From an optimization exercise on the open Yosys and OpenROAD flow, aimed at small area, a short achievable clock period and few clock cycles; shortcuts taken in it are not production practice.
RTL that was checked went through simulation tests only; none was proved equivalent to the original.
Function not checked in run 7: the RTL went through the layout flow alone.

File: design.v
module AtanROM #(parameter DW = 16 , AW = 4)(
	input         [(AW-1):0] address,
	output signed [DW-1:0]   AtanValue);
	reg           [DW-1:0]   romAtan;
	always @ (*)
	begin
		case (address)
			4'd0:    romAtan = 16'h3244;
			4'd1:    romAtan = 16'h1dac;
			4'd2:    romAtan = 16'h0fae;
			4'd3:    romAtan = 16'h07f5;
			4'd4:    romAtan = 16'h03ff;
			4'd5:    romAtan = 16'h0200;
			4'd6:    romAtan = 16'h0100;
			4'd7:    romAtan = 16'h0080;
			4'd8:    romAtan = 16'h0040;
			4'd9:    romAtan = 16'h0020;
			4'd10:   romAtan = 16'h0010;
			4'd11:   romAtan = 16'h0008;
			4'd12:   romAtan = 16'h0004;
			4'd13:   romAtan = 16'h0002;
			4'd14:   romAtan = 16'h0001;
			default: romAtan = 16'h0001;
		endcase
	end
	assign AtanValue 	= romAtan;
endmodule
module Cordic #(parameter DW=16, AW=4)(
	input                  clk, rst, en,
	output                 done,
	input  signed [DW-1:0] z,
	output signed [DW-1:0] x,y);
	reg signed 	[19:0] 	 x_present, x_next;
	reg signed 	[19:0] 	 y_present, y_next;
	reg signed 	[19:0] 	 z_present, z_next;
	reg 		[1:0] 	 state, state_next; 
	reg 		[AW-1:0] n, n_next;
	reg                  done_int, done_delay;	
	localparam IDLE 	 = 1'b0;
	localparam ITERATION = 1'b1;
	wire        [DW-1:0] AtanValue;
	AtanROM #(.DW(DW),.AW(AW)) UUT (.address(n), .AtanValue(AtanValue));
	always @ (posedge clk, posedge rst) 
	begin
		if (rst)
		begin
			state 		<= 	IDLE;
			n 	  	    <= 	0;
			x_present 	<= 	0;
			y_present 	<= 	0;
			z_present 	<= 	0;
			done_delay 	<=	1;
		end
		else
		begin
			state 		<= 	state_next;
			n 	  	    <= 	n_next;
			x_present 	<= 	x_next;
			y_present 	<= 	y_next;
			z_present 	<= 	z_next;
			done_delay 	<= 	done_int;
		end	
	end
	always @ (*)
	begin
		n_next 			        = n;
		state_next 		        = state;
		x_next 			        = x_present;
		y_next 			        = y_present;
		z_next 			        = z_present;
		done_int 		        = 1'b0;
		case (state)
			IDLE:
			begin
				n_next 			= 0;
				done_int		= 1'b1;
				x_next 			= 16'h26dd;
				y_next 			= 0;
				z_next 			= z;	
				if (en) 
				begin
					state_next 	= ITERATION;
				end
				else 
				begin
					state_next 	= IDLE;
				end			
			end
			ITERATION:
			begin
				if (z_present[DW-1] == 1'b0) 
				begin
					x_next 		= x_present - (y_present >>> n);
					y_next 		= y_present + (x_present >>> n);
					z_next 		= z_present - AtanValue;
				end
				else
				begin
					x_next 		= x_present + (y_present >>> n);
					y_next 		= y_present - (x_present >>> n);
					z_next 		= z_present + AtanValue;
				end
				if (n == (DW-2)) 
				begin
					state_next 	= IDLE;
				end
				else 
				begin
					n_next 		= n + 1'b1;
					state_next 	= ITERATION;
				end				
			end		
		endcase
	end
	assign done 	           = done_int & (~done_delay);   
	assign x 	               = done ? x_present : 0;
	assign y 	               = done ? y_present : 0;
endmodule
File: run.sh
#!/bin/bash
# synth_recipe.tcl (not shown) runs the flow's synth.tcl, then flattens the netlist and writes it again
# the make line also repeats each setting of config.mk as NAME=value (left out here)
make -C /OpenROAD-flow-scripts/flow DESIGN_CONFIG=/design/flow/config.mk WORK_HOME=/design/flow/orfs CLKGATE_MAP_FILE= SYNTH_SCRIPT=/design/flow/synth_recipe.tcl finish
File: config.mk
export PLATFORM = sky130hd
export DESIGN_NAME = Cordic
export DESIGN_NICKNAME = Cordic
export VERILOG_FILES = /design/flow/design.v
export SDC_FILE = /design/flow/constraint.sdc
export NUM_CORES = 4
export LEC_CHECK = 0
export CAP_MARGIN = 20
export CORE_MARGIN = 2
export CORE_UTILIZATION = 40
export SLEW_MARGIN = 20
File: constraint.sdc
create_clock -name core_clock -period 8.0 [get_ports {clk}]
set_input_delay 1.6000 -clock core_clock [delete_from_list [all_inputs] [get_ports {clk}]]
set_output_delay 1.6000 -clock core_clock [all_outputs]
set_load 0.01 [all_outputs]
==> impl_metrics.ini, run 1 <==
[status]
outcome = finished clean

[sta]
fmax_ghz = 0.1811
hold_violations = 0
maxSlewHeadroom_pct = 41.63
hold_ws_ps = 603.8
fin_ws_ps = 2479
fin_crit_sh_pct = 69.01
setup_tns_ps = 0
grt_setup_unrepaired = no
drv_slew = 0
finClkSkew_ps = 7.033
final-setup-viol-count = 0
worst_slew_pin_slew_ps = 875.6
fin_crit_ps = 5521

[place]
globalplace.congestion = 0.9074
dpl.hpwl_um = 16990
place_area_um2 = 8817
pre_cts_ws_ps = 2564
portBuffers = 51

[critical_path]
critPathArrivalTime_ps = 5800
critPathLaunchType = flip-flop
reg2reg_depth = 18
worst-setup-path-type = flip-flop to flip-flop
end_kind = flip-flop
critPathMaxFanout = 41
required_ps = 8280

[drt]
viasPerCell = 5.844
first_pass_iters = 7
drc = 0
finalWirelength_um = 23120
drt.antenna.violating_nets = 0
wl_per_cell_um = 18.78
drt_iter0_drc = 696
vias = 7194

[yosys]
synth_top_cells_by_area = dfrtp_1 19%, ha_1 11%, mux4_2 9.4%, mux2i_1 4.7%, xnor2_1 4.5%
synthMuxAreaShare_pct = 17.87
yosys_warnings = 2
synth-compound-area-share_pct = 18.38
synth.net_count = 1025
yosysMostFrequentCell = nor2_1
synth.largest_area_cell = dfrtp_1
synth.distinct_cells = 78
ys_ff_latch = 62
synth_top_family_by_area = simple AND/OR/NAND/NOR gates
synth-xor-area-share_pct = 9.057
synth-simple-area-share_pct = 19.68
netlist.area_leader.share_pct = 18.76
yosysSeqAreaShare_pct = 19.08
synth_cells = 934
synth_common_cells = 95 x nor2_1, 69 x ha_1, 63 x a21oi_1
synth_flop_cell = dfrtp_1
syn_avg_cell_area_um2 = 8.712
syn_area_um2 = 8137
async_reset_ff_share_pct = 100.0
synthAdderAreaFrac_pct = 11.35
synth_edf_count = 0

[flow_run]
cap_violations = 0

[cts]
clk_latency_ps = 350
clock_sinks = 62
cts_resized = 0
clkTransAtPathRegs_ps = 60
clock_path_buffers = 2
cts_made_buffers = 9
cts-root-buf = clkbuf_16
h-tree-depth = 3
hold_buffers = 0
cts_tree = done
post-cts-setup-buffer-count = 0

[layout]
layout-drive-gt1-share_pct = 11.13
layout.nets = 1047
syn2layout_area_growth_pct = 12.62
final_area_um2 = 9164
antennaDiodeCount = 0
fin_util_pct = 45.58

[die]
core.rowCount = 52
dieWidth_um = 146.6
dieArea_um2 = 21500
initial_core_util_pct = 40.47
core_um2 = 20100
die_h_um = 146.6
io_pins = 52

[global_route]
antenna_found_initial = 0
grt_pass1_vias = 6902
grt_overflow = 0
grt_pass1_wl_um = 37550
grt_max_degree = 63
grt_use_total_pct = 21.91

[min_path]
hold_depth = 2
hp-class = flip-flop to flip-flop
==> logic make-up (layout without fill, tap and decap cells) <==
kind of cell    Yosys count  count (layout)
compound gates          227             227
mux                      98              98
buf+inv                  83             110
xor+xnor                 81              81
fa+ha+maj                72              72
flops                    62              62
simple gates            311             311
==> placed cells by master, fill, tap and decap left out, types with 5 or more instances in the layout <==
| master | n |
|---|---|
| xnor2_1 | 42 |
| clkbuf_16 | 9 |
| o31ai_1 | 7 |
| a21boi_0 | 6 |
| dfrtp_1 | 58 |
| nor2b_1 | 17 |
| nand2_1 | 61 |
| a21o_1 | 12 |
| a31oi_1 | 17 |
| or3_1 | 5 |
| o2111ai_1 | 5 |
| nand3_1 | 12 |
| clkdlybuf4s50_1 | 51 |
| o21a_1 | 17 |
| mux2i_1 | 38 |
| o21ai_0 | 36 |
| xor2_1 | 37 |
| a211oi_1 | 8 |
| nor3_1 | 21 |
| nand2b_1 | 18 |
| ha_1 | 69 |
| inv_1 | 32 |
| buf_4 | 10 |
| a21oi_1 | 63 |
| nor2_1 | 94 |
| mux2_2 | 24 |
| and2_1 | 37 |
| nor3b_1 | 9 |
| and3_1 | 12 |
| a22oi_1 | 9 |
| o211ai_1 | 7 |
| mux4_2 | 34 |
==> flip-flops by register name (all words and copies together), names as in the netlist <==
register    cells
state           1
n               4
done_delay      1
x_present      20
y_present      20
z_present      16
==> critical path: stages (launching register included) <==
cell,delay (ps)
dfrtp_2,940
buf_4,530
mux2_2,400
mux4_2,520
a21oi_2,200
ha_1,210
nand2_1,120
nor4_2,440
nor2_1,100
xnor2_1,150
ha_1,370
o21a_1,170
o21a_1,110
o21ai_0,100
a311oi_1,360
nor2_1,90
a21oi_1,140
xnor3_1,400
nor2_1,80
==> per-layer routing <==
metal	vias up	GRT usage (%)	share of wire, %
li1	3468	-	-
met1	3451	31.46	47
met2	240	34.11	45
met3	35	3.500	5.9
met4	0	6.214	2.2
met5	-	0	0
==> final timing paths <==
path / from / end / slack, ps
max in group asynchronous: rst / n[3] / 5570
max reg2reg: n[1] / y_present[19] / 2480
max: n[1] / y_present[19] / 2480
min reg2reg: z_present[0] / z_present[0] / 600
min in group asynchronous: rst / y_present[15] / 1830
min: z_present[0] / z_present[0] / 600
==> cell type report <==
| cell class | count | area [µm²] |
|---|---|---|
| Multi-Input combinational cell | 789 | 6218 |
| Tap cell | 270 | 337.8 |
| Clock inverter | 4 | 95.09 |
| Sequential cell | 62 | 1556 |
| Timing Repair Buffer | 61 | 585.6 |
| Fill cell | 1969 | 10940 |
| Clock buffer | 12 | 246.5 |
| Inverter | 33 | 123.9 |
==> metrics by stage <==
step / cells
floorplan: 934
global placement: 1215
detailed placement: 1215
CTS: 1231
global route: 1231
finish: 1231
Testbench counts, summed over its fixed seeds: cycles 51,200.
==> inputs of run 2 (changes only) <==
==> design.v (replaced) <==
module AtanROM #(parameter DW = 16 , AW = 4)(
	input         [(AW-1):0] address,
	output signed [DW-1:0]   AtanValue);
	reg           [DW-1:0]   romAtan;
	always @ (*)
	begin
		case (address)
			4'd0:    romAtan = 16'h3244;
			4'd1:    romAtan = 16'h1dac;
			4'd2:    romAtan = 16'h0fae;
			4'd3:    romAtan = 16'h07f5;
			4'd4:    romAtan = 16'h03ff;
			4'd5:    romAtan = 16'h0200;
			4'd6:    romAtan = 16'h0100;
			4'd7:    romAtan = 16'h0080;
			4'd8:    romAtan = 16'h0040;
			4'd9:    romAtan = 16'h0020;
			4'd10:   romAtan = 16'h0010;
			4'd11:   romAtan = 16'h0008;
			4'd12:   romAtan = 16'h0004;
			4'd13:   romAtan = 16'h0002;
			4'd14:   romAtan = 16'h0001;
			default: romAtan = 16'h0001;
		endcase
	end
	assign AtanValue = romAtan;
endmodule
module Cordic #(parameter DW=16, AW=4)(
	input                  clk, rst, en,
	output                 done,
	input  signed [DW-1:0] z,
	output signed [DW-1:0] x,y);
	reg signed [15:0] X, Y;
	reg        [15:0] Z;
	reg        [3:0]  n;         
	reg               busy, done_r;
	wire        [15:0] AtanValue;
	AtanROM #(.DW(16),.AW(4)) UUT (.address(n), .AtanValue(AtanValue));
	wire        start = en & ~busy;
	wire        last  = (n == 4'd14);
	always @ (posedge clk, posedge rst)
		if (rst) begin
			busy   <= 1'b0;
			done_r <= 1'b0;
			n      <= 4'd0;
		end else begin
			busy   <= busy ? ~last : en;
			done_r <= busy & last;
			n      <= (busy & ~last) | start ? n + 4'd1 : 4'd0;
		end
	wire               pos = ~Z[15];
	wire signed [15:0] ysh = Y >>> n;
	wire signed [15:0] xsh = X >>> n;
	wire signed [15:0] xi  = pos ? X - ysh : X + ysh;
	wire signed [15:0] yi  = pos ? Y + xsh : Y - xsh;
	wire        [15:0] zi  = pos ? Z - AtanValue : Z + AtanValue;
	wire        [15:0] z0  = z[15] ? z + 16'h3244 : z - 16'h3244;
	always @ (posedge clk) begin
		X <= busy ? xi : 16'h26dd;
		Y <= busy ? yi : (z[15] ? -16'sh26dd : 16'sh26dd);
		Z <= busy ? zi : z0;
	end
	assign done = done_r;
	assign x = X;
	assign y = Y;
endmodule
--- a/config.mk
+++ b/config.mk
@@ -8,4 +8,5 @@
 export CAP_MARGIN = 20
 export CORE_MARGIN = 2
 export CORE_UTILIZATION = 40
+export SETUP_SLACK_MARGIN = 3.0
 export SLEW_MARGIN = 20
==> run 2 against run 1 <==
- die area down 14%
- register-to-register slack better by 770 ps
- first-iteration DRC count down 35%
- non-clock buffer count down 2
- clock skew up 2.4 ps
- critical endpoint is now Y[14]
- highest routed layer unchanged
==> impl_metrics.ini, run 2 <==
[status]
outcome = finished clean

[critical_path]
critPathLaunchType = flip-flop
crit_chain = buf_6 > mux4_1 > mux4_2 > inv_1 > ha_1 > nor2_1 > xor2_1 > ha_1 > a21o_1 > a21oi_1 > o21ai_0 > a31oi_1 > o21ai_0 > a2111oi_2 > nor3_1 > nand4b_1
worst-path-buf-inv = 2
worst-setup-path-type = flip-flop to flip-flop
critical_path.slowest_cell = mux4_1
critPathMaxFanout = 35
end_kind = flip-flop
cpLargestDelayFamily = compound AO/OA/AOI/OAI gates
critPathArrivalTime_ps = 4940
required_ps = 8190
max_stage_delay_ps = 670

[global_route]
grt_overflow = 0
grt_use_total_pct = 19.82
grt_pass1_wl_um = 29240
antenna_found_initial = 0
grt_pass1_vias = 5704
grt_max_degree = 53

[die]
core.rowCount = 48
io_pins = 52
dieArea_um2 = 18440
die_h_um = 135.8
core_um2 = 17120
initial_core_util_pct = 40.58
dieWidth_um = 135.8

[sta]
hold_violations = 0
worst_slew_pin_slew_ps = 836.7
hold_ws_ps = 582.1
final-setup-viol-count = 0
finClkSkew_ps = 9.453
fin_crit_ps = 4754
fmax_ghz = 0.2103
setup_tns_ps = 0
drv_slew = 0
fin_crit_sh_pct = 59.43
grt_setup_unrepaired = yes
maxSlewHeadroom_pct = 44.16

[yosys]
syn_area_um2 = 6947
synth.net_count = 934
synth_flop_cell = dfxtp_1
syn_avg_cell_area_um2 = 8.280
synth.largest_area_cell = dfxtp_1
synth_top_cells_by_area = dfxtp_1 14%, ha_1 13%, a21oi_1 5.4%, xnor2_1 5.3%, xor2_1 5.0%
async_reset_ff_share_pct = 11.11
ys_ff_latch = 54
yosysSeqAreaShare_pct = 15.99
synth.distinct_cells = 75
yosys_warnings = 2
synth_common_cells = 77 x nor2_1, 75 x a21oi_1, 72 x ha_1
synth_edf_count = 0
yosysMostFrequentCell = nor2_1
synth_cells = 839
netlist.area_leader.share_pct = 13.83

[cts]
clk_latency_ps = 310
cts_tree = done
clock_path_buffers = 2
post-cts-setup-buffer-count = 0
cts_made_buffers = 5
cts-root-buf = clkbuf_16
clkTransAtPathRegs_ps = 80
h-tree-depth = 2
clock_sinks = 54
hold_buffers = 0

[layout]
fin_util_pct = 45.40
antennaDiodeCount = 0
top_regs = X (16), Y (16), Z (16)
multi_input_area_um2 = 5519
syn2layout_area_growth_pct = 11.87
layout_commonest_cell = nor2_1
regArea_um2 = 1116
layout-drive-gt1-share_pct = 8.912
fillers = 1738
final_cell_mix = 77 x nor2_1, 75 x a21oi_1, 72 x ha_1, 67 x nand2_1, 51 x clkdlybuf4s50_1
layout.nets = 958

[drt]
viasPerCell = 5.738
first_pass_iters = 5
drt_iter0_drc = 450
drt.antenna.violating_nets = 0
drc = 0
finalWirelength_um = 18010
wl_per_cell_um = 16.54
vias = 6249

[place]
dpl.hpwl_um = 13520
globalplace.congestion = 0.8300
portBuffers = 51

[min_path]
hp-class = flip-flop to flip-flop

[flow_run]
cap_violations = 0
==> run 2: changes by cell type after synthesis, sizes merged, moves of 12 or more <==
cell / change
dfrtp: -55
dfxtp: +48
and2: -29
nor2: -18
a21oi: +14
mux4: -14
a21o: +12
==> run 2: layout make-up <==
cell class | count | area share (%)
Multi-Input combinational cell | 713 | 71.02
Sequential cell | 54 | 14.36
Timing Repair Buffer | 59 | 7.438
Tap cell | 225 | 3.623
Clock buffer | 6 | 1.932
Inverter | 30 | 1.497
Clock inverter | 2 | 0.1288
==> run 2: through the flow <==
stage	instances	cell area (µm²)	setup slack [ps]
after CTS	1089	7754	3049
after global routing	1089	7771	2888
final	1089	7771	3246
after global placement	1081	7587	2866
after detailed placement	1081	7587	2740
after floorplan	839	6947	3343
==> run 2: cells by family after synthesis <==
kind of cell    Yosys count  synth area share [%]
compound gates          229                 21.65
xor+xnor                 82                 10.34
fa+ha+maj                76                 14.12
buf+inv                  72                 4.701
flops                    54                 15.99
mux                      75                 15.58
simple gates            251                 17.62
==> run 2: tightest hold or removal path: stages (launching register included) <==
cell and delay, ps:
dfxtp_1 320, inv_1 50, ha_1 120, nand2_1 40
==> run 2: what timing repair did <==
item	in CTS	in global routing
setup endpoints to repair	4	6
endpoints found under the hold margin	0	0
gates resized for setup	3	5
==> run 2: worst paths after layout <==
check	start	endpoint	slack (ps)	depth (start not counted)
max	n[0]	Y[14]	3250	16
min	Y[0]	Y[0]	580	3
max reg2reg	n[0]	Y[14]	3250	16
min reg2reg	Y[0]	Y[0]	580	3
max in group asynchronous	rst	n[1]	6250	2
min in group asynchronous	rst	n[1]	1510	2
==> run 2: routing by layer <==
| metal | wire length (µm) | vias up | global-route usage [%] |
|---|---|---|---|
| li1 | - | 3108 | - |
| met1 | 8357 | 2966 | 26.60 |
| met2 | 8485 | 152 | 32.97 |
| met3 | 842 | 23 | 3.180 |
| met4 | 327 | 0 | 5.440 |
| met5 | 0 | - | 0 |
Testbench counts of run 2, summed over its fixed seeds: cycles 48,000.
==> inputs of run 3 (changes only) <==
--- a/config.mk
+++ b/config.mk
@@ -8,5 +8,5 @@
 export CAP_MARGIN = 20
 export CORE_MARGIN = 2
 export CORE_UTILIZATION = 40
-export SETUP_SLACK_MARGIN = 3.0
+export SETUP_SLACK_MARGIN = 4.5
 export SLEW_MARGIN = 20
==> run 3 against run 2 <==
- still clean
- count of clock-buffer cells in the layout decreased by 1
- sequential share of layout area down 2.2 points
- register-to-register slack gained 520 ps
- core utilization rose by 8.4 points
- largest cell class unchanged
- highest routed layer unchanged
==> impl_metrics.ini, run 3 <==
[critical_path]
critPathArrivalTime_ps = 4440
timing.rr.start = n[1]
reg2reg_to = X[15]
critical_path.slowest_cell = dfrtp_4
max_stage_delay_ps = 520
cpLargestDelayFamily = simple AND/OR/NAND/NOR gates
reg2reg_depth = 15
critPathMaxFanout = 5
r2r_slack_ps = 3770
crit_chain = buf_12 > buf_8 > mux2_4 > mux2_4 > mux4_2 > nand4bb_4 > nor3_4 > nand4_1 > a32oi_2 > o22ai_1 > ha_2 > or3_4 > o31ai_4 > nand2b_4 > mux2i_1
cp_num_cells = 15
worst-path-buf-inv = 2
cpMostUsedCell = mux2_4
required_ps = 8200
critPathLaunchType = flip-flop
end_kind = flip-flop
worst-setup-path-type = flip-flop to flip-flop

[drt]
finalWirelength_um = 20700
drt_iter0_drc = 487
vias = 6797
drt.antenna.violating_nets = 0
viasPerCell = 5.760
wl_per_cell_um = 17.54
first_pass_iters = 5
drc = 0

[layout]
layout.nets = 1049
syn2layout_area_growth_pct = 32.56
fillers = 1597
final_cell_mix = 71 x buf_4, 70 x nor2_1, 65 x nand2_1, 64 x ha_1, 59 x a21oi_1
layout_commonest_cell = buf_4
layout-drive-gt1-share_pct = 28.59
antennaDiodeCount = 0
top_regs = X (16), Y (16), Z (16)
final_area_um2 = 9209

[die]
dieArea_um2 = 18440
initial_core_util_pct = 40.58
die_h_um = 135.8
core_um2 = 17120
io_pins = 52
dieWidth_um = 135.8
core.rowCount = 48

[yosys]
synth_edf_count = 0
ys_ff_latch = 54
synth_cells = 839
synth_common_cells = 77 x nor2_1, 75 x a21oi_1, 72 x ha_1
yosys_warnings = 2
syn_avg_cell_area_um2 = 8.280
netlist.area_leader.share_pct = 13.83
yosysMostFrequentCell = nor2_1
async_reset_ff_share_pct = 11.11
synth.largest_area_cell = dfxtp_1
synth.distinct_cells = 75
synth.net_count = 934
synth_flop_cell = dfxtp_1
yosysSeqAreaShare_pct = 15.99
syn_area_um2 = 6947
synth_top_cells_by_area = dfxtp_1 14%, ha_1 13%, a21oi_1 5.4%, xnor2_1 5.3%, xor2_1 5.0%

[sta]
drv_slew = 0
hold_violations = 0
finClkSkew_ps = 8.123
final-setup-viol-count = 0
maxSlewHeadroom_pct = 35.16
grt_setup_unrepaired = yes
worst_slew_pin_slew_ps = 972.6
fmax_ghz = 0.2362
hold_ws_ps = 581.5
fin_crit_sh_pct = 52.92
setup_tns_ps = 0
fin_crit_ps = 4233

[cts]
clkTransAtPathRegs_ps = 70
clock_path_buffers = 2
cts_made_buffers = 5
clock_sinks = 54
clk_latency_ps = 320
cts-root-buf = clkbuf_16
h-tree-depth = 2
cts_tree = done

[global_route]
grt_overflow = 0
grt_use_total_pct = 22.48
grt_max_degree = 53
grt_pass1_wl_um = 33260
antenna_found_initial = 0
grt_pass1_vias = 6525

[min_path]
hold_depth = 2
min_from = Z[0]
hp-class = flip-flop to flip-flop
hold-path-endpoint = Z[0]

[place]
portBuffers = 51
dpl.hpwl_um = 13750
place_area_um2 = 7716
globalplace.congestion = 0.8876

[status]
outcome = finished clean

[flow_run]
cap_violations = 0
==> run 3: cell types whose count changed in the layout (fill, tap and decap cells not counted), moves of 8 or more <==
cell	before	now
o21ai_2	1	9
buf_6	2	15
o21ai_0	34	16
a21oi_1	75	59
buf_12	0	8
buf_4	6	71
ha_1	72	64
a21oi_2	3	17
o21ai_1	1	10
==> run 3: timing repair <==
| item | in CTS | in global routing |
|---|---|---|
| hold buffers | 0 | 0 |
| resized for setup | 92 | 63 |
| setup endpoints to repair | 43 | 34 |
| pin swaps | 48 | 62 |
| buffers inserted | 73 | 18 |
| cloned | 2 | 0 |
| hold endpoints to repair | 0 | 0 |
==> run 3: metal layers <==
layer,vias up,track usage [%],part of all wire [%]
met5,-,0,0
met4,0,6.076,1.9
met3,31,2.469,4.4
met2,151,38.75,50
met1,3317,29.81,44
li1,3298,-,-
==> run 3: metrics by stage <==
stage | utilization, % | worst slack, ps | std cells
after floorplan | - | 3975 | 839
after global placement | 45.08 | 3166 | 1079
after detailed placement | 45.08 | 3154 | 1079
after CTS | 51.56 | 3805 | 1162
after global routing | 53.80 | 3627 | 1180
final | 53.80 | 3767 | 1180
==> run 3: worst max-delay path by stage <==
stage               from    end  slack, ps
floorplan           n[0]  Y[15]       3980
global placement    n[0]  Z[13]       3170
detailed placement  n[0]  Y[15]       3150
CTS                 n[1]  Y[15]       3800
global route        n[1]  X[15]       3630
finish              n[1]  X[15]       3770
==> run 3: final cells by class <==
type                       count  area (µm²)  area share [%]
multi-input combinational    713        6065           65.86
tap                          225       281.5           3.057
timing repair inverter         1       5.005         0.05435
clock inverter                 3       40.04          0.4348
timing repair buffer         149        1444           15.68
sequential                    54        1120           12.16
clock buffer                   5       125.1           1.359
inverter                      30       128.9           1.399
==> run 3: cells by family after synthesis <==
kind of cell,synth area share [%]
adder cells (fa/ha/maj),14.12
flip-flops,15.99
AO/OA/AOI/OAI,21.65
buffers and inverters,4.701
AND/OR/NAND/NOR,17.62
XOR/XNOR,10.34
multiplexers,15.58
==> run 3: worst register-to-register path: cells and delay by family, from the launching register on <==
| family | cells | cell delay, ps |
|---|---|---|
| buffers and inverters | 2 | 280 |
| DFF | 1 | 520 |
| adders and majority gates | 1 | 240 |
| AOI/OAI and AO/OA | 3 | 650 |
| and+or+nand+nor | 5 | 1290 |
| muxes | 4 | 1140 |
==> inputs of run 4 (changes only) <==
--- a/config.mk
+++ b/config.mk
@@ -5,8 +5,9 @@
 export SDC_FILE = /design/flow/constraint.sdc
 export NUM_CORES = 4
 export LEC_CHECK = 0
+export ABC_AREA = 1
 export CAP_MARGIN = 20
 export CORE_MARGIN = 2
 export CORE_UTILIZATION = 40
-export SETUP_SLACK_MARGIN = 4.5
+export SETUP_SLACK_MARGIN = 4
 export SLEW_MARGIN = 20
==> run 4 against run 3 <==
- clock skew grew 4.4 ps
- maximum frequency increased by 12%
- worst hold slack lost 16 ps
- sequential share of layout area increased by 2.2 points
- critical path depth is 7 higher
- register-to-register slack better by 450 ps
- global-route usage is 1.1 points lower
- count of clock-buffer cells in the layout unchanged
==> impl_metrics.ini, run 4 <==
[yosys]
synth_top_cells_by_area = nand2_1 17%, dfxtp_1 15%, ha_1 14%, nand3_1 10%, a21oi_1 6.1%
yosysSeqAreaShare_pct = 16.85
synth_cells = 1061
synth-simple-area-share_pct = 33.71
yosysMostFrequentCell = nand2_1
synth_edf_count = 0
ys_ff_latch = 54
yosys_warnings = 2
async_reset_ff_share_pct = 11.11
synth-compound-area-share_pct = 18.00
synth-xor-area-share_pct = 7.835
synth.distinct_cells = 46
synth_top_family_by_area = simple AND/OR/NAND/NOR gates
synth.net_count = 1156
syn_area_um2 = 6595
synth_flop_cell = dfxtp_1
synth.largest_area_cell = nand2_1
synthAdderAreaFrac_pct = 14.87
synthMuxAreaShare_pct = 0
syn_avg_cell_area_um2 = 6.216
synth_common_cells = 299 x nand2_1, 136 x nand3_1, 92 x inv_1
netlist.area_leader.share_pct = 17.02

[global_route]
antenna_found_initial = 0
grt_overflow = 0
grt_pass1_wl_um = 30930
grt_use_total_pct = 21.37
grt_pass1_vias = 6166
grt_max_degree = 45

[drt]
met1_length_um = 9814
finalWirelength_um = 19240
wl_met2_um = 8251
vias = 7021
wl_per_cell_um = 14.49
viasPerCell = 5.287
first_pass_iters = 6
dr_wl_met3_um = 940
routed.top_layer = met4
drc = 0
drt.antenna.violating_nets = 0
drt_iter0_drc = 592

[sta]
worst_slew_pin_slew_ps = 557.5
finClkSkew_ps = 12.50
drv_slew = 0
fmax_ghz = 0.2644
fin_crit_sh_pct = 47.27
grt_setup_unrepaired = yes
setup_tns_ps = 0
final-setup-viol-count = 0
hold_violations = 0
fin_crit_ps = 3782
maxSlewHeadroom_pct = 62.78

[layout]
layout-drive-gt1-share_pct = 8.903
multi_input_area_um2 = 5027
syn2layout_area_growth_pct = 17.83
top_regs = X (16), Y (16), Z (16)
regArea_um2 = 1120
layout_commonest_cell = nand2_1
antennaDiodeCount = 0
final_cell_mix = 297 x nand2_1, 136 x nand3_1, 90 x inv_1, 76 x a21oi_1, 69 x ha_1
stdcell_count = 1328
final_area_um2 = 7771
fillers = 1747
layout.nets = 1206

[die]
dieArea_um2 = 17530
core_um2 = 16000
dieWidth_um = 132.4
core.rowCount = 46
initial_core_util_pct = 41.22
io_pins = 52
die_h_um = 132.4

[place]
dpl.hpwl_um = 14420
globalplace.congestion = 0.9315
dp_cells = 1299
place_area_um2 = 7228
portBuffers = 51

[cts]
cts_made_buffers = 5
clock_sinks = 54
h-tree-depth = 2
clk_latency_ps = 310
cts_tree = done
clkTransAtPathRegs_ps = 80
hold_buffers = 0
cts-root-buf = clkbuf_16
clock_path_buffers = 2

[critical_path]
worst-setup-path-type = flip-flop to flip-flop
critPathLaunchType = flip-flop
critPathArrivalTime_ps = 4040
critPathMaxFanout = 11
end_kind = flip-flop
required_ps = 8260
r2r_slack_ps = 4220

[min_path]
hp-class = flip-flop to flip-flop

[status]
outcome = finished clean

[flow_run]
cap_violations = 0
-- run 4: cell count changes in the layout (fill, tap and decap cells not counted), moves of 21 or more --
cell	delta
mux2i_1	-29
nand2_1	+232
o21ai_0	+41
xnor2_1	-21
nand3_1	+120
buf_4	-52
inv_1	+67
-- run 4: layout make-up --
class                      count  area share [%]
multi-input combinational    870           64.69
timing repair buffer          76           9.789
tap                          216           3.478
sequential                    54           14.41
clock inverter                 3          0.5796
clock buffer                   5           1.610
inverter                     104           5.442
-- run 4: logic make-up (layout without fill, tap and decap cells) --
logic type | Yosys count | in the layout
DFF | 54 | 54
xor gates and xnor gates | 59 | 59
and+or+nand+nor | 523 | 524
adders and majority gates | 76 | 76
buffers and inverters | 138 | 188
AOI/OAI and AO/OA | 211 | 211
-- run 4: worst max-delay path, stage by stage, from the launching register on --
cell       delay, ps
dfrtp_2          460
buf_4            170
clkbuf_16        160
ha_1             200
nand2_1          130
a21oi_1          110
a21oi_2          190
ha_1             170
inv_1             60
nor3_2           200
nand3_1          150
nor2_2           180
a21oi_2          110
xor2_1           190
ha_1             350
a21oi_2          160
o21bai_1          80
a21oi_1          120
o21ai_0           90
a21oi_1          170
xor2_1           160
nand2_1           70
nand2_1           60
-- run 4: repair_timing --
action,in CTS,in global routing
buffers inserted,4,14
setup endpoints to repair,33,23
pin swaps,2,6
gates resized for setup,19,37
cloned,1,2
-- run 4: path summary, 6_finish.rpt --
kind                       start     to  cells past startpoint
setup / recovery            n[0]  Z[15]                     22
min in group asynchronous    rst   n[1]                      2
setup reg to reg            n[0]  Z[15]                     22
hold / removal              Z[0]   Z[0]                      3
hold reg to reg             Z[0]   Z[0]                      3
max in group asynchronous    rst   n[2]                      2
-- run 4: metrics by stage --
step | setup slack [ps] | util [%] | hold slack [ps]
after detailed placement | 3010 | 45.18 | 550.5
after floorplan | 4464 | - | 525.8
after global routing | 3917 | 48.57 | 621.2
final | 4218 | 48.57 | 565.4
after global placement | 3062 | 45.18 | 539.0
after CTS | 4021 | 46.79 | 570.4
-- run 4: routing by layer --
metal,vias to the layer above,track usage [%]
met4,0,4.241
met2,192,32.76
li1,3650,-
met5,-,0
met3,22,2.999
met1,3157,31.83
==> inputs of run 5 (changes only) <==
--- a/config.mk
+++ b/config.mk
@@ -9,5 +9,5 @@
 export CAP_MARGIN = 20
 export CORE_MARGIN = 2
 export CORE_UTILIZATION = 40
-export SETUP_SLACK_MARGIN = 4
+export SETUP_SLACK_MARGIN = 3
 export SLEW_MARGIN = 20
==> run 5 against run 4 <==
- still clean on timing, DRC and antenna
- sequential share of layout area is 0.65 points higher
- critical path depth is 1 lower
- clock skew is 1.5 ps lower
- global-route usage is 0.43 points lower
- core utilization is 2.3 points lower
- wire length is 4.6% lower
- maximum frequency is 16% lower
- first-iteration DRC count is 19% lower
- largest cell class unchanged
- highest routed layer unchanged
==> impl_metrics.ini, run 5 <==
[status]
outcome = finished clean

[yosys]
syn_area_um2 = 6595
async_reset_ff_share_pct = 11.11
synth_flop_cell = dfxtp_1
synth.distinct_cells = 46
syn_avg_cell_area_um2 = 6.216
synth.net_count = 1156
yosys_warnings = 2
yosysMostFrequentCell = nand2_1
synth_edf_count = 0
synth_top_cells_by_area = nand2_1 17%, dfxtp_1 15%, ha_1 14%, nand3_1 10%, a21oi_1 6.1%
yosysSeqAreaShare_pct = 16.85
synth.largest_area_cell = nand2_1
ys_ff_latch = 54
netlist.area_leader.share_pct = 17.02
synth_common_cells = 299 x nand2_1, 136 x nand3_1, 92 x inv_1
synth_cells = 1061

[layout]
top_regs = X (16), Y (16), Z (16)
fin_util_pct = 46.26
layout.nets = 1185
layout_commonest_cell = nand2_1
layout-drive-gt1-share_pct = 4.858
multi_input_area_um2 = 4908
antennaDiodeCount = 0
regArea_um2 = 1115
fillers = 1780
syn2layout_area_growth_pct = 12.24
final_cell_mix = 299 x nand2_1, 136 x nand3_1, 92 x inv_1, 81 x a21oi_1, 72 x ha_1
stdcell_count = 1307

[cts]
clk_latency_ps = 310
h-tree-depth = 2
clock_path_buffers = 2
cts-root-buf = clkbuf_16
clock_sinks = 54
cts_tree = done
hold_buffers = 0
cts_made_buffers = 5
clkTransAtPathRegs_ps = 80

[sta]
fmax_ghz = 0.2212
maxSlewHeadroom_pct = 42.28
fin_crit_ps = 4522
setup_tns_ps = 0
hold_violations = 0
worst_slew_pin_slew_ps = 864.9
drv_slew = 0
finClkSkew_ps = 10.98
fin_crit_sh_pct = 56.52
fin_ws_ps = 3478
final-setup-viol-count = 0
grt_setup_unrepaired = no

[drt]
first_pass_iters = 5
vias = 6829
viasPerCell = 5.225
drc = 0
drt_iter0_drc = 477
finalWirelength_um = 18350
drt.antenna.violating_nets = 0
wl_per_cell_um = 14.04

[die]
core_um2 = 16000
core.rowCount = 46
dieWidth_um = 132.4
initial_core_util_pct = 41.22
dieArea_um2 = 17530
die_h_um = 132.4
io_pins = 52

[critical_path]
reg2reg_to = Z[9]
end_kind = flip-flop
critPathMaxFanout = 44
critPathArrivalTime_ps = 4710
required_ps = 8190
reg2reg_depth = 21
timing.rr.start = n[0]
worst-setup-path-type = flip-flop to flip-flop
r2r_slack_ps = 3480
critPathLaunchType = flip-flop

[min_path]
hold-path-endpoint = Z[0]
hold_depth = 3
hp-class = flip-flop to flip-flop
min_from = Z[0]

[place]
globalplace.congestion = 0.9315
dpl.hpwl_um = 14420
dp_cells = 1299
pre_cts_ws_ps = 3010
portBuffers = 51

[global_route]
grt_overflow = 0
antenna_found_initial = 0
grt_pass1_wl_um = 30310
grt_pass1_vias = 6067
grt_use_total_pct = 20.95
grt_max_degree = 45

[flow_run]
cap_violations = 0
## run 5: logic make-up after synthesis
kind of cell | Yosys count | synth area share (%)
xor+xnor | 59 | 7.835
fa+ha+maj | 76 | 14.87
flops | 54 | 16.85
simple gates | 523 | 33.71
buf+inv | 138 | 8.727
compound gates | 211 | 18.00
## run 5: metrics by stage
stage	hold slack, ps	area, µm²
floorplan	525.8	6595
CTS	570.4	7400
global placement	539.0	7228
global route	621.2	7402
finish	565.2	7402
detailed placement	550.5	7228
## run 5: worst max-delay path by stage
stage / start / to / slack, ps / depth (start not counted)
finish: n[0] / Z[9] / 3480 / 21
global route: n[0] / Z[9] / 3000 / 21
CTS: n[1] / Z[9] / 3460 / 20
detailed placement: n[1] / Z[9] / 3010 / 20
global placement: n[1] / Z[12] / 3060 / 23
floorplan: n[0] / Z[15] / 4460 / 25
## run 5: area by class of cell
cell class / instances / area share (%)
multi-input combinational: 869 / 66.31
sequential: 54 / 15.06
timing repair buffer: 56 / 7.404
inverter: 104 / 5.274
tap: 216 / 3.651
clock buffer: 5 / 1.690
clock inverter: 3 / 0.6085
## run 5: worst max-delay path, cell delays in order (launching register included)
cell and delay [ps]:
dfrtp_1 330, buf_4 390, inv_2 370, ha_1 330, nand2_1 150, a21oi_1 110
a21oi_1 260, ha_1 200, inv_1 50, nor3_1 230, nand3_1 140, nand2_1 90
xor2_1 150, inv_1 60, ha_1 340, nand2_1 110, o21ai_0 530, nand3_1 150
nand2_1 120, o21ai_0 80, a21oi_1 150, a21oi_1 50
## run 5: repair_timing
action                     in CTS  in global routing
resized for setup               1                  1
buffers inserted                0                  0
setup endpoints to repair       2                  3
## run 5: per-layer routing
layer | track usage [%] | up-vias | routed length (µm)
li1 | - | 3604 | -
met1 | 31.34 | 3031 | 9472
met2 | 31.95 | 179 | 7762
met3 | 2.999 | 15 | 916
met4 | 4.002 | 0 | 203
met5 | 0 | - | 0
==> inputs of run 6 (changes only) <==
--- a/config.mk
+++ b/config.mk
@@ -5,9 +5,7 @@
 export SDC_FILE = /design/flow/constraint.sdc
 export NUM_CORES = 4
 export LEC_CHECK = 0
-export ABC_AREA = 1
 export CAP_MARGIN = 20
 export CORE_MARGIN = 2
 export CORE_UTILIZATION = 40
-export SETUP_SLACK_MARGIN = 3
 export SLEW_MARGIN = 20
==> run 6 against run 5 <==
- setup slack lost 780 ps
- global-route usage decreased by 1.1 points
- area after synthesis up 5.3%
- register-to-register slack worse by 780 ps
==> impl_metrics.ini, run 6 <==
[layout]
layout.nets = 958
multi_input_area_um2 = 5509
syn2layout_area_growth_pct = 11.53
layout-drive-gt1-share_pct = 8.565
stdcell_count = 1089
final_area_um2 = 7747
fillers = 1738
final_cell_mix = 77 x nor2_1, 75 x a21oi_1, 72 x ha_1, 67 x nand2_1, 51 x clkdlybuf4s50_1
layout_commonest_cell = nor2_1
antennaDiodeCount = 0
regArea_um2 = 1114
top_regs = X (16), Y (16), Z (16)

[place]
portBuffers = 51
dp_cells = 1081
dpl.hpwl_um = 13520
place_area_um2 = 7587
globalplace.congestion = 0.8300

[cts]
post-cts-setup-buffer-count = 0
clk_latency_ps = 310
cts_tree = done
clock_path_buffers = 2
cts_made_buffers = 5
cts-root-buf = clkbuf_16
clkTransAtPathRegs_ps = 80
hold_buffers = 0
h-tree-depth = 2
clock_sinks = 54
cts_resized = 0

[yosys]
synth.largest_area_cell = dfxtp_1
synth.net_count = 934
syn_avg_cell_area_um2 = 8.280
synth_common_cells = 77 x nor2_1, 75 x a21oi_1, 72 x ha_1
netlist.area_leader.share_pct = 13.83
ys_ff_latch = 54
syn_area_um2 = 6947
synth_cells = 839
synth_top_cells_by_area = dfxtp_1 14%, ha_1 13%, a21oi_1 5.4%, xnor2_1 5.3%, xor2_1 5.0%
yosysSeqAreaShare_pct = 15.99
synth.distinct_cells = 75
yosysMostFrequentCell = nor2_1
yosys_warnings = 2
synth_edf_count = 0
async_reset_ff_share_pct = 11.11
synth_flop_cell = dfxtp_1

[sta]
worst_slew_pin_slew_ps = 827.1
maxSlewHeadroom_pct = 44.80
setup_tns_ps = 0
hold_violations = 0
fin_crit_ps = 5305
grt_setup_unrepaired = no
finClkSkew_ps = 9.517
fin_crit_sh_pct = 66.32
final-setup-viol-count = 0
fmax_ghz = 0.1885
drv_slew = 0

[drt]
first_pass_iters = 5
viasPerCell = 5.717
drc = 0
drt_iter0_drc = 415
wl_per_cell_um = 16.57
drt.antenna.violating_nets = 0
finalWirelength_um = 18050
vias = 6226

[global_route]
grt_overflow = 0
globalRoute.busiestLayer = met2
grt_use_total_pct = 19.83
grtUsageMet3_pct = 2.993
antenna_found_initial = 0
grtUsageMet2_pct = 33.02
grt_pass1_wl_um = 29270
grt_pass1_vias = 5696
grt_max_degree = 53
grtUsageMet1_pct = 26.78

[die]
dieWidth_um = 135.8
io_pins = 52
die_h_um = 135.8
core.rowCount = 48
dieArea_um2 = 18440
core_um2 = 17120
initial_core_util_pct = 40.58

[critical_path]
worst-setup-path-type = flip-flop to flip-flop
end_kind = flip-flop
required_ps = 8190
critPathLaunchType = flip-flop
critPathArrivalTime_ps = 5490
reg2reg_depth = 17
critPathMaxFanout = 32

[flow_run]
cap_violations = 0

[min_path]
hp-class = flip-flop to flip-flop
hold_depth = 3

[status]
outcome = finished clean
run 6: cells by family after synthesis:
group | Yosys count | share of synthesized area, %
adder cells (fa/ha/maj) | 76 | 14.12
AND/OR/NAND/NOR | 251 | 17.62
XOR/XNOR | 82 | 10.34
AO/OA/AOI/OAI | 229 | 21.65
buffers and inverters | 72 | 4.701
multiplexers | 75 | 15.58
flip-flops | 54 | 15.99
run 6: layout make-up:
cell class                 count  share of cell area (%)
inverter                      30                   1.453
tap                          225                   3.634
clock inverter                 2                  0.1292
timing repair buffer          59                   7.364
sequential                    54                   14.37
clock buffer                   6                   1.938
multi-input combinational    713                   71.11
run 6: path summary, 6_finish.rpt:
check | start | end | slack, ps
max | n[1] | Y[14] | 2690
min | Y[0] | Y[0] | 580
max reg2reg | n[1] | Y[14] | 2690
min reg2reg | Y[0] | Y[0] | 580
max in group asynchronous | rst | n[1] | 6260
min in group asynchronous | rst | busy | 1520
run 6: through the flow:
stage | setup slack [ps] | util, % | hold WS (ps)
after floorplan | 3343 | - | 555.6
after global placement | 2866 | 44.33 | 565.4
after detailed placement | 2740 | 44.33 | 576.7
after CTS | 2691 | 45.26 | 588.8
after global routing | 2087 | 45.26 | 609.7
final | 2695 | 45.26 | 582.4
run 6: worst max-delay path, stage by stage, from the launching register on:
cell and delay (ps):
dfrtp_2 650, buf_4 460, mux2i_1 160, mux4_2 510
o21ai_0 490, inv_1 100, ha_1 260, nor2_1 130
xor2_1 180, ha_1 300, a21o_1 190, a21oi_1 270
o21ai_0 130, a31oi_1 320, o21ai_0 200, a2111oi_0 510
nor3_1 120, nand4b_1 200
run 6: metal layers:
layer,wire length (µm),vias to the layer above
li1,-,3112
met1,8463,2950
met2,8514,143
met3,757,21
met4,313,0
met5,0,-
==> inputs of run 7 (changes only) <==
==> design.v (replaced) <==
module AtanROM #(parameter DW = 16 , AW = 4)(
	input         [(AW-1):0] address,
	output signed [DW-1:0]   AtanValue);
	reg           [DW-1:0]   romAtan;
	always @ (*)
	begin
		case (address)
			4'd0:    romAtan = 16'h1dac;
			4'd1:    romAtan = 16'h0fae;
			4'd2:    romAtan = 16'h07f5;
			4'd3:    romAtan = 16'h03ff;
			4'd4:    romAtan = 16'h0200;
			4'd5:    romAtan = 16'h0100;
			4'd6:    romAtan = 16'h0080;
			4'd7:    romAtan = 16'h0040;
			4'd8:    romAtan = 16'h0020;
			4'd9:    romAtan = 16'h0010;
			4'd10:   romAtan = 16'h0008;
			4'd11:   romAtan = 16'h0004;
			4'd12:   romAtan = 16'h0002;
			default: romAtan = 16'h0001;
		endcase
	end
	assign AtanValue = romAtan;
endmodule
module Cordic #(parameter DW=16, AW=4)(
	input                  clk, rst, en,
	output                 done,
	input  signed [DW-1:0] z,
	output signed [DW-1:0] x,y);
	reg signed [15:0] X, Y;
	reg        [15:0] Z;
	reg        [3:0]  m;         
	reg               busy, done_r;
	wire        [15:0] AtanValue;
	AtanROM #(.DW(16),.AW(4)) UUT (.address(m), .AtanValue(AtanValue));
	wire        last  = (m == 4'd13);
	always @ (posedge clk, posedge rst)
		if (rst) begin
			busy   <= 1'b0;
			done_r <= 1'b0;
			m      <= 4'd0;
		end else begin
			busy   <= busy ? ~last : en;
			done_r <= busy & last;
			m      <= busy & ~last ? m + 4'd1 : 4'd0;
		end
	wire               pos = ~Z[15];
	wire signed [14:0] y1  = Y[15:1];
	wire signed [14:0] x1  = X[15:1];
	wire signed [14:0] ysh = y1 >>> m;
	wire signed [14:0] xsh = x1 >>> m;
	wire signed [15:0] xi  = pos ? X - ysh : X + ysh;
	wire signed [15:0] yi  = pos ? Y + xsh : Y - xsh;
	wire        [15:0] zi  = pos ? Z - AtanValue : Z + AtanValue;
	wire        [15:0] z0  = z[15] ? z + 16'h3244 : z - 16'h3244;
	always @ (posedge clk) begin
		X <= busy ? xi : 16'h26dd;
		Y <= busy ? yi : (z[15] ? -16'sh26dd : 16'sh26dd);
		Z <= busy ? zi : z0;
	end
	assign done = done_r;
	assign x = X;
	assign y = Y;
endmodule
--- a/config.mk
+++ b/config.mk
@@ -5,7 +5,9 @@
 export SDC_FILE = /design/flow/constraint.sdc
 export NUM_CORES = 4
 export LEC_CHECK = 0
+export ABC_AREA = 1
 export CAP_MARGIN = 20
 export CORE_MARGIN = 2
 export CORE_UTILIZATION = 40
+export SETUP_SLACK_MARGIN = 4.5
 export SLEW_MARGIN = 20
==> run 7 against run 6 <==
- core utilization is 13 points higher
- count of clock-buffer cells in the layout is the same
- clock skew fell by 1.5 ps
- wire length grew 22%
- via count grew 19%
- sequential cell count stayed put
- non-clock buffer count grew 71
- critical path type unchanged
- critical endpoint is now Y[15]
==> impl_metrics.ini, run 7 <==
[yosys]
synth.largest_area_cell = nand2_1
syn_avg_cell_area_um2 = 6.269
async_reset_ff_share_pct = 11.11
synth.net_count = 1143
synth_flop_cell = dfxtp_1
synth_edf_count = 0
netlist.area_leader.share_pct = 16.01
synth.distinct_cells = 50
synth_top_cells_by_area = nand2_1 16%, dfxtp_1 15%, ha_1 13%, nand3_1 8.7%, a21oi_1 6.0%
synth_common_cells = 281 x nand2_1, 114 x nand3_1, 104 x inv_1
ys_ff_latch = 54
yosysMostFrequentCell = nand2_1
syn_area_um2 = 6589
yosys_warnings = 2
synth_cells = 1051
yosysSeqAreaShare_pct = 16.86

[die]
core_um2 = 16000
initial_core_util_pct = 41.18
dieWidth_um = 132.3
io_pins = 52
die_h_um = 132.3
core.rowCount = 46
dieArea_um2 = 17520

[sta]
grt_setup_unrepaired = yes
maxSlewHeadroom_pct = 63.19
hold_violations = 0
final-setup-viol-count = 0
finClkSkew_ps = 7.968
fin_crit_ps = 3660
setup_tns_ps = 0
fmax_ghz = 0.2732
worst_slew_pin_slew_ps = 552.1
fin_crit_sh_pct = 45.75
drv_slew = 0

[drt]
routed.top_layer = met4
drt_iter0_drc = 536
met1_length_um = 9433
drt.antenna.violating_nets = 0
finalWirelength_um = 22050
dr_wl_met3_um = 1284
vias = 7413
wl_per_cell_um = 16.05
first_pass_iters = 8
viasPerCell = 5.395
drc = 0
wl_met2_um = 10570

[critical_path]
critPathLaunchType = flip-flop
end_kind = flip-flop
critPathMaxFanout = 5
required_ps = 8200
worst-setup-path-type = flip-flop to flip-flop
critPathArrivalTime_ps = 3860

[layout]
final_cell_mix = 223 x nand2_1, 90 x nand3_1, 89 x inv_1, 66 x buf_4, 65 x nand2_2
final_area_um2 = 9261
layout-drive-gt1-share_pct = 30.57
top_regs = X (16), Y (16), Z (16)
layout_commonest_cell = nand2_1
stdcell_count = 1374
syn2layout_area_growth_pct = 40.56
antennaDiodeCount = 0
layout.nets = 1249

[place]
place_area_um2 = 7174
globalplace.congestion = 0.9448
portBuffers = 51
dp_cells = 1286
dpl.hpwl_um = 14230

[cts]
clk_latency_ps = 310
clock_sinks = 54
hold_buffers = 0
cts_made_buffers = 5
h-tree-depth = 2
cts_tree = done
clock_path_buffers = 2
cts-root-buf = clkbuf_16
clkTransAtPathRegs_ps = 80

[global_route]
grt_use_total_pct = 23.25
grt_max_degree = 38
grt_pass1_wl_um = 33230
grt_overflow = 0
grt_pass1_vias = 6750
antenna_found_initial = 0

[status]
outcome = finished clean

[flow_run]
cap_violations = 0

[min_path]
hp-class = flip-flop to flip-flop
run 7: cell types whose count changed after synthesis, moves of 14 or more:
cell      change
xnor2_1      -23
clkbuf_1     -14
nand3_1      +95
a21o_1       -19
inv_1        +75
o21ai_0      +40
mux2_2       -20
nand2_1     +214
nand2_2      +17
nand2b_1     -17
mux2i_1      -32
run 7: kinds of logic after synthesis:
logic type      synth area share (%)
simple gates                   34.52
fa+ha+maj                      14.32
buf+inv                        9.571
xor+xnor                       7.444
flops                          16.86
compound gates                 17.28
run 7: cell type report:
type / count / area (µm²)
fillers: 1548 / 6739
repair buffers: 130 / 1256
inverters: 108 / 462.9
repair inverters: 4 / 32.53
flip-flops and latches: 54 / 1125
clock buffers: 6 / 128.9
well taps: 216 / 270.3
clock inverters: 2 / 37.54
multi-input cells: 854 / 5948
run 7: stage by stage:
step                      worst slack, ps  utilization (%)  hold WS (ps)
after global placement               3081            44.84         554.1
final                                4340            57.88         572.2
after CTS                            4361            49.86         580.3
after detailed placement             3145            44.84         559.7
after global routing                 4188            57.88         627.9
after floorplan                      4658                -         525.9
run 7: final timing paths:
kind                       startpoint  endpoint  slack, ps  cells after the start
min in group asynchronous         rst      m[2]       1520                      2
min                              Z[0]      Z[0]        570                      3
min reg2reg                      Z[0]      Z[0]        570                      3
max in group asynchronous         rst      m[1]       6220                      2
max reg2reg                      m[0]     Y[15]       4340                     26
max                              m[0]     Y[15]       4340                     26
run 7: timing repair:
item	CTS	global route
pin swaps	26	103
resized for setup	116	216
buffers inserted	21	49
setup endpoints to repair	43	28
cloned	7	3
run 7: per-layer routing:
metal  up-vias  GRT usage [%]
met1      3388          29.92
li1       3699              -
met4         0          7.826
met2       266          39.81
met3        60          3.306
met5         -              0
run 7: worst max-delay path: stages (launching register included):
cell       delay [ps]
dfrtp_2           470
buf_6             170
clkbuf_16         160
nand2_1            70
nand3_2            90
nand3_1           150
nand3_2           110
nand2_2           120
inv_2              40
nor2_2            150
nand2_4            80
nor2_4            120
nand2_2            80
nor2_2            130
nand3_2            90
nand2_1            60
nand2_1            80
nand2_2            70
ha_4              200
a21o_1            190
a21oi_1           150
nor2_1             80
a211o_1           300
a31oi_4           180
nand3_2            80
nand3_1            80
nand2_1            50
==> inputs of run 8 (changes only) <==
--- a/design.v
+++ b/design.v
@@ -46,13 +46,15 @@
 			m      <= busy & ~last ? m + 4'd1 : 4'd0;
 		end
 	wire               pos = ~Z[15];
-	wire signed [14:0] y1  = Y[15:1];
-	wire signed [14:0] x1  = X[15:1];
+	wire signed [15:0] yc  = Y ^ {16{pos}};    
+	wire signed [15:0] xc  = X ^ {16{~pos}};   
+	wire signed [14:0] y1  = yc[15:1];
+	wire signed [14:0] x1  = xc[15:1];
 	wire signed [14:0] ysh = y1 >>> m;
 	wire signed [14:0] xsh = x1 >>> m;
-	wire signed [15:0] xi  = pos ? X - ysh : X + ysh;
-	wire signed [15:0] yi  = pos ? Y + xsh : Y - xsh;
-	wire        [15:0] zi  = pos ? Z - AtanValue : Z + AtanValue;
+	wire signed [15:0] xi  = X + {ysh[14], ysh} + pos;    
+	wire signed [15:0] yi  = Y + {xsh[14], xsh} + {15'd0, ~pos};
+	wire        [15:0] zi  = Z + (AtanValue ^ {16{pos}}) + pos;
 	wire        [15:0] z0  = z[15] ? z + 16'h3244 : z - 16'h3244;
 	always @ (posedge clk) begin
 		X <= busy ? xi : 16'h26dd;
--- a/config.mk
+++ b/config.mk
@@ -9,5 +9,5 @@
 export CAP_MARGIN = 20
 export CORE_MARGIN = 2
 export CORE_UTILIZATION = 40
-export SETUP_SLACK_MARGIN = 4.5
+export SETUP_SLACK_MARGIN = 4
 export SLEW_MARGIN = 20
==> run 8 against run 7 <==
- register-to-register slack improved by 120 ps
- count of clock-buffer cells in the layout stayed put
- area after synthesis is 4.4% lower
- sequential share of layout area is 3.5 points higher
- first-iteration DRC count fell by 22%
- worst hold slack worse by 58 ps
- via count shrank 12%
- synthesized cell count shrank 4.2%
==> impl_metrics.ini, run 8 <==
[yosys]
yosysMostFrequentCell = nand2_1
yosysSeqAreaShare_pct = 17.63
synth_cells = 1007
synth_common_cells = 291 x nand2_1, 118 x nand3_1, 88 x inv_1
syn_area_um2 = 6301
async_reset_ff_share_pct = 11.11
synth.net_count = 1094
synthMuxAreaShare_pct = 0.1589
synth_flop_cell = dfxtp_1
synth-simple-area-share_pct = 34.07
synth-xor-area-share_pct = 8.936
synth-compound-area-share_pct = 16.60
ys_ff_latch = 54
yosys_warnings = 2
synth.largest_area_cell = nand2_1
synth.distinct_cells = 42
netlist.area_leader.share_pct = 17.34
syn_avg_cell_area_um2 = 6.257
synth_edf_count = 0
synthAdderAreaFrac_pct = 14.22
synth_top_cells_by_area = nand2_1 17%, dfxtp_1 15%, ha_1 12%, nand3_1 9.4%, a21oi_1 6.1%
synth_top_family_by_area = simple AND/OR/NAND/NOR gates

[critical_path]
critical_path.slowest_cell = clkdlybuf4s50_1
critPathLaunchType = primary input
cpLargestDelayFamily = buffers and inverters
end_kind = flip-flop
critPathMaxFanout = 10
required_ps = 8200
worst-path-buf-inv = 2
critPathArrivalTime_ps = 3850
crit_chain = clkdlybuf4s50_1 > inv_1 > ha_1 > a21oi_1 > nand2_1 > nand2_1 > nand2_1 > o21ai_0 > nand2_1
cpMostUsedCell = nand2_1
max_stage_delay_ps = 690
worst-setup-path-type = primary input to flip-flop

[cts]
clkTransAtPathRegs_ps = 70
cts_made_buffers = 5
clock_sinks = 54
post-cts-setup-buffer-count = 0
clk_latency_ps = 310
hold_buffers = 0
clock_path_buffers = 2
h-tree-depth = 2
cts_tree = done
cts-root-buf = clkbuf_16

[layout]
layout_commonest_cell = nand2_1
top_regs = X (16), Y (16), Z (16)
syn2layout_area_growth_pct = 13.01
final_cell_mix = 291 x nand2_1, 118 x nand3_1, 87 x inv_1, 77 x a21oi_1
antennaDiodeCount = 0
layout-drive-gt1-share_pct = 3.179
layout.nets = 1124
final_area_um2 = 7121
multi_input_area_um2 = 4669
regArea_um2 = 1116
fillers = 1679

[die]
dieWidth_um = 129.5
dieArea_um2 = 16770
core.rowCount = 45
die_h_um = 129.5
initial_core_util_pct = 41.14
io_pins = 52
core_um2 = 15310

[drt]
finalWirelength_um = 18210
viasPerCell = 5.240
first_pass_iters = 7
met1_length_um = 8730
drc = 0
vias = 6545
dr_wl_met3_um = 800
drt_iter0_drc = 420
wl_met2_um = 8381
wl_per_cell_um = 14.58
routed.top_layer = met4
drt.antenna.violating_nets = 0

[global_route]
grt_pass1_wl_um = 29840
grt_pass1_vias = 6028
antenna_found_initial = 0
grt_overflow = 0
grt_max_degree = 46
grt_use_total_pct = 22.24

[sta]
fin_crit_sh_pct = 45.71
drv_slew = 0
hold_ws_ps = 514.3
grt_setup_unrepaired = no
finClkSkew_ps = 3.997
fin_crit_ps = 3657
worst_slew_pin_slew_ps = 861.9
fin_ws_ps = 4343
hold_violations = 0
fmax_ghz = 0.2734
setup_tns_ps = 0
final-setup-viol-count = 0
maxSlewHeadroom_pct = 42.54

[place]
globalplace.congestion = 0.9506
pre_cts_ws_ps = 3702
dpl.hpwl_um = 13920
portBuffers = 51
place_area_um2 = 6930

[status]
outcome = finished clean

[min_path]
hp-class = flip-flop to flip-flop

[flow_run]
cap_violations = 0
## run 8: cell count changes in the layout (fill, tap and decap cells not counted), sizes merged, moves of 6 or more
cell / change
buf: -72
ha: -7
inv: -17
nand2: -6
nor2: -11
o211ai: +16
o21ai: -13
xnor2: +7
## run 8: cell families after synthesis
family | after synthesis
buf+inv | 124
xor+xnor | 60
flops | 54
mux | 1
compound gates | 189
simple gates | 511
fa+ha+maj | 68
## run 8: area by class of cell
cell class,count,share of cell area [%]
inverters,89,4.779
multi-input cells,829,65.58
flip-flops and latches,54,15.67
well taps,211,3.708
clock inverters,2,0.5271
repair inverters,1,0.07029
repair buffers,57,7.855
clock buffers,6,1.810
## run 8: worst register-to-register path, stage by stage, from the launching register on
cell,delay (ps)
dfrtp_1,780
inv_1,530
nand2_1,220
nand2_1,70
nand2_1,60
nand2_1,80
fa_1,410
fa_1,420
nand3_1,90
nand2_1,100
a21boi_1,280
nor2_1,120
nand2_1,90
nand2_1,50
nand2_1,60
nand3_1,50
## run 8: worst paths after layout
kind	start	end	slack [ps]	cells after the start
setup / recovery	z[15]	Z[9]	4340	9
hold / removal	Z[0]	Z[0]	510	2
setup reg to reg	m[2]	X[10]	4460	15
hold reg to reg	Z[0]	Z[0]	510	2
max in group asynchronous	rst	m[1]	6270	2
min in group asynchronous	rst	done_r	1500	2
## run 8: repair_timing
action,in CTS,in global routing
resized for setup,1,6
endpoints found under the setup margin,4,26
hold endpoints to repair,0,0
gates cloned,0,1
## run 8: per-stage QoR
step                      std cells  util, %
after floorplan                1007        -
after global placement         1240    45.25
after detailed placement       1240    45.25
after CTS                      1248    46.35
after global routing           1249    46.50
final                          1249    46.50
## run 8: routing by layer
layer  vias to the layer above  global-route usage, %
li1                       3413                      -
met1                      2961                  30.50
met2                       151                  37.34
met4                         0                  5.693
met3                        20                  2.477
met5                         -                      0
Testbench counts of run 8, summed over its fixed seeds: cycles 48,000.

afterwards: timing with drivers on the ports:
Ports are ideal in the flow. The routed layouts listed here were re-timed in OpenROAD.
Step 1, drivers: a clkbuf_16 drives clk and a buf_2 each remaining input, both assumed.
Step 2 moves the port delays by t, midway between the first and last clock arrival at a register: inputs arrive t later, outputs are due t later. That takes back most of the time a late clock gives input paths.
a / b / c = ideal / step 1 / step 2; a / b = the first two.
| run | t, ns | setup WS [ns] | hold slack, ns | worst setup path after step 2 | pins driven straight from the clock port |
|---|---|---|---|---|---|
| run 1 | 0.395 | 2.479 / 2.479 / 2.479 | 0.604 / 0.604 / 0.604 | register to register | 1 |
| run 2 | 0.348 | 3.246 / 3.246 / 3.246 | 0.582 / 0.582 / 0.582 | register to register | 1 |
| run 3 | 0.356 | 3.767 / 3.767 / 3.767 | 0.582 / 0.582 / 0.582 | register to register | 1 |
| run 4 | 0.348 | 4.218 / 4.218 / 3.913 | 0.565 / 0.565 / 0.565 | input to register | 1 |
| run 5 | 0.346 | 3.478 / 3.478 / 3.411 | 0.565 / 0.565 / 0.565 | input to register | 1 |
| run 6 | 0.348 | 2.695 / 2.695 / 2.695 | 0.582 / 0.582 / 0.582 | register to register | 1 |
| run 7 | 0.355 | 4.340 / 4.340 / 4.246 | 0.572 / 0.572 / 0.572 | input to register | 1 |
| run 8 | 0.351 | 4.343 / 4.361 / 4.010 | 0.514 / 0.514 / 0.514 | input to register | 1 |
After both steps setup and hold are still met in every run listed. For run 8, which loses most, drivers alone change the setup slack by +0.018 ns; drivers and shift together by -0.333 ns.
